What follows belongs to an exercise in optimizing a design on an open flow for small area; a production flow would make more cautious choices. Only simulation tests tie the RTL to the original design; equivalence was not proved. Power and IR drop assume default switching activity.

==> inputs of wip/harbor <==
Design fifo, start of the top module:
module fifo
        #(parameter WIDTH = 16,
        parameter DEPTH = 16)
        (output logic [WIDTH-1:0] fifo_data_out,
        output logic fifo_full, fifo_empty,
        input logic [WIDTH-1:0] fifo_data_in,
        input logic rst_, clk, fifo_write, fifo_read);
==> module fifo, before the edit <==
module fifo
        #(parameter WIDTH = 16,
        parameter DEPTH = 16)
        (output logic [WIDTH-1:0] fifo_data_out,
        output logic fifo_full, fifo_empty,
        input logic [WIDTH-1:0] fifo_data_in,
        input logic rst_, clk, fifo_write, fifo_read);
        logic [$clog2(DEPTH)-1:0] wr_ptr, rd_ptr;
        logic [DEPTH-1:0][WIDTH-1:0] fifo_memory;
        logic [$clog2(DEPTH):0] cnt;
	always_ff @(posedge clk, negedge rst_) begin 
	if(!rst_) begin
	    for(bit[4:0] i = 0 ;i <= DEPTH - 1 ; i++)begin fifo_memory[i] <= 0 ; end
	    wr_ptr <= 0;
   	    rd_ptr <= 0;
	    cnt <= 0;
        end
        else begin
            if(fifo_write && !fifo_full) begin
                fifo_memory[wr_ptr] <= fifo_data_in;
                wr_ptr <= wr_ptr + 1 ;
                cnt <= cnt + 1 ;
            end
            else if(fifo_read && !fifo_empty)begin
                fifo_data_out <= fifo_memory[rd_ptr];
                rd_ptr <= rd_ptr + 1;
                cnt <= cnt - 1;
            end
        end
    end
    always_comb begin
        if(cnt == 0) begin 
            fifo_empty = 1;
            fifo_full = 0;
        end
        else if(cnt == DEPTH) begin 
            fifo_empty = 0;
            fifo_full = 1;
        end
        else begin 
            fifo_empty = 0;
            fifo_full = 0;
        end
    end
endmodule
clock: 4.0 ns
lec_check: 0
cap_margin: 20
core_margin: 2
core_utilization: 40
slew_margin: 20
run.sh (not shown) runs the stock make flow with config.mk's settings and CLKGATE_MAP_FILE= SYNTH_SCRIPT=/design/flow/synth_recipe.tcl, a recipe that flattens the netlist after the stock synthesis.
==> inputs of wip/raven, as changes to wip/harbor <==
==> flow/design.v (replaced) <==
module fifo_aoi3
        (output logic y,
        input logic a0, s0, a1, s1, a2, s2);
    assign y = ~((a0 & s0) | (a1 & s1) | (a2 & s2));
endmodule
module fifo
        #(parameter WIDTH = 16,
        parameter DEPTH = 16)
        (output logic [WIDTH-1:0] fifo_data_out,
        output logic fifo_full, fifo_empty,
        input logic [WIDTH-1:0] fifo_data_in,
        input logic rst_, clk, fifo_write, fifo_read);
    logic [DEPTH-1:0][WIDTH-1:0] mem;
    logic [$clog2(DEPTH):0] last;
    logic push, pop;
    assign fifo_empty = last[$clog2(DEPTH)];
    assign fifo_full  = !last[$clog2(DEPTH)] && (&last[$clog2(DEPTH)-1:0]);
    assign push = fifo_write && !fifo_full;
    assign pop  = fifo_read && !fifo_empty && !push;
    always_ff @(posedge clk, negedge rst_) begin
        if (!rst_)
            last <= '1;
        else if (push)
            last <= last + 1'b1;
        else if (pop)
            last <= last - 1'b1;
    end
    logic [DEPTH-1:0] sel;
    always_comb
        for (int i = 0; i < DEPTH; i++)
            sel[i] = (last[$clog2(DEPTH)-1:0] == 4'(i));
    logic [WIDTH-1:0] rdata;
    logic [4:0][WIDTH-1:0] t;
    for (genvar k = 0; k < 5; k++) begin : g_slice
        for (genvar b = 0; b < WIDTH; b++) begin : g_bit
            fifo_aoi3 u_aoi (.y(t[k][b]),
                .a0(mem[3*k][b]), .s0(sel[3*k]),
                .a1(mem[3*k+1][b]), .s1(sel[3*k+1]),
                .a2(mem[3*k+2][b]), .s2(sel[3*k+2]));
        end
    end
    assign rdata = ~(t[0] & t[1] & t[2] & t[3] & t[4]) | (mem[15] & {WIDTH{sel[15]}});
    always_ff @(posedge clk) begin
        if (push && rst_)
            mem <= {mem[DEPTH-2:0], fifo_data_in};
        if (pop && rst_)
            fifo_data_out <= rdata;
    end
endmodule
==> flow/flow/run.sh (new file) <==
#!/bin/bash
# The standard layout with two changes:
#  - clock tree: clkbuf_8 leaf buffers on clusters of up to 20 registers, and
#    no dummy loads (the clock tree is not balanced with extra buffers);
#  - port buffers: buf_1 instead of the default choice.
# The make output of every step goes to standard.log in the work folder; ORFS
# keeps each tool's own log under orfs/logs/.
set -euo pipefail
export CTS_ARGS="-sink_clustering_enable -repair_clock_nets -dont_use_dummy_load -buf_list sky130_fd_sc_hd__clkbuf_8 -sink_clustering_size 20 -sink_clustering_max_diameter 60"
export BUFFER_PORTS_ARGS="-buffer_cell sky130_fd_sc_hd__buf_1"
bash standard.sh > standard.log 2>&1
==> flow/standard.sh (new file) <==
#!/bin/bash
# synth_recipe.tcl (not shown) runs the flow's synth.tcl, then flattens the netlist and writes it again
# the make line also repeats each setting of config.mk as NAME=value (left out here)
make -C /OpenROAD-flow-scripts/flow DESIGN_CONFIG=/design/flow/config.mk WORK_HOME=/design/flow/orfs CLKGATE_MAP_FILE= SYNTH_SCRIPT=/design/flow/synth_recipe.tcl "${@:-finish}"
--- a/flow/config.mk
+++ b/flow/config.mk
@@ -8,4 +8,5 @@
 export CAP_MARGIN = 20
 export CORE_MARGIN = 2
-export CORE_UTILIZATION = 40
+export CORE_UTILIZATION = 65
 export SLEW_MARGIN = 20
+export SYNTH_HIERARCHICAL = 1
removed: flow/run.sh
==> inputs of wip/xenon, as changes to wip/harbor <==
==> flow/design.v (replaced) <==
module fifo
        #(parameter WIDTH = 16,
        parameter DEPTH = 16)
        (output logic [WIDTH-1:0] fifo_data_out,
        output logic fifo_full, fifo_empty,
        input logic [WIDTH-1:0] fifo_data_in,
        input logic rst_, clk, fifo_write, fifo_read);
    logic [DEPTH-1:0][WIDTH-1:0] mem;
    logic [DEPTH-1:0] head;
    logic empty_r;
    logic push, pop;
    assign fifo_empty = empty_r;
    assign fifo_full  = head[DEPTH-1];
    assign push = fifo_write && !fifo_full;
    assign pop  = fifo_read && !fifo_empty && !push;
    always_ff @(posedge clk, negedge rst_) begin
        if (!rst_) begin
            head <= '0;
            empty_r <= 1'b1;
        end else if (push) begin
            head <= {head[DEPTH-2:0], empty_r};
            empty_r <= 1'b0;
        end else if (pop) begin
            head <= {1'b0, head[DEPTH-1:1]};
            empty_r <= head[0];
        end
    end
    logic [WIDTH-1:0] rdata;
    always_comb begin
        rdata = '0;
        for (int i = 0; i < DEPTH; i++)
            rdata = rdata | (mem[i] & {WIDTH{head[i]}});
    end
    always_ff @(posedge clk) begin
        if (push && rst_)
            mem <= {mem[DEPTH-2:0], fifo_data_in};
        if (pop && rst_)
            fifo_data_out <= rdata;
    end
endmodule
==> impl_metrics.csv <==
group,metric,value,unit
status,outcome,"complete, no violations",
synthesis,yosys_warnings,1,
power,switchingPower,4440,uW
detailed_routing,vias,8143,
global_route,grt_first_pass_wirelength,52300,um
synthesis,postSynthAreaPerCell,15.0,sq um
synthesis,async_reset_ff_frac,0.944,
finish,top_regs,"fifo_memory: 256 flops, fifo_data_out: 16 flops, cnt: 5 flops",
hold_path,hp-class,"input pin to asynchronous set/reset pin",
setup_path,cp-endpoint,"fifo_full",
power,p_int,8390,uW
finish,multi_input_area,5300,sq um
synthesis,syn_nets,887,
setup_path,crit_family,"simple AND/OR/NAND/NOR gates",
the above is filed under wip/harbor

==> impl_metrics.csv <==
group,metric,value,unit
status,outcome,"complete, no violations",
synthesis,postSynthAreaPerCell,19.3,sq um
setup_path,crit_family,"flip-flops",
hold_path,hp-class,"register to register",
synthesis,yosys_warnings,1,
power,p_int,5790,uW
synthesis,async_reset_ff_frac,0.0588,
global_route,grt_first_pass_wirelength,34100,um
power,switchingPower,2510,uW
detailed_routing,vias,5489,
the above is filed under wip/xenon

==> impl_metrics.csv <==
group,metric,value,unit
synthesis,syn_nets,490,
finish,multi_input_area,1510,sq um
synthesis,async_reset_ff_frac,0.0181,
synthesis,postSynthAreaPerCell,21.0,sq um
finish,top_regs,"mem: 256 flops, fifo_data_out: 16 flops, last: 5 flops",
power,switchingPower,1810,uW
power,p_int,4420,uW
status,outcome,"complete, no violations",
setup_path,crit_family,"simple AND/OR/NAND/NOR gates",
synthesis,yosys_warnings,7,
the above is filed under wip/raven

what the ideal ports hide:
Ports are ideal in the flow. The routed layouts listed here were re-timed in OpenROAD.
Step 1 sets driving cells, clkbuf_16 on the clock port and buf_2 on the other inputs (assumed; they add their load-dependent delay and slew).
Step 2 also shifts input and output timing later by t, the mid clock arrival at the registers, as if the neighbouring blocks saw the same clock.
a / b / c = ideal ports / drivers / drivers and shift; a / b = the first two.
| run | t (ns) | setup slack, ns | worst setup path at the end | latest minus earliest clock arrival (ns) | cell pins on the clock port's net |
|---|---|---|---|---|---|
| wip/harbor | 0.606 | 0.709 / 0.663 / 0.629 | input to register | 0.026 / 0.026 | 1 |
| wip/raven | 0.546 | 1.303 / 1.303 / 1.303 | register to register | 0.061 / 0.062 | 1 |
| wip/xenon | 0.573 | 0.852 / 0.810 / 0.999 | input to register | 0.011 / 0.011 | 1 |
After both steps every run listed still meets setup and hold. The setup slack of wip/harbor, which loses most, moves by -0.046 ns with the drivers and by -0.080 ns with both steps.
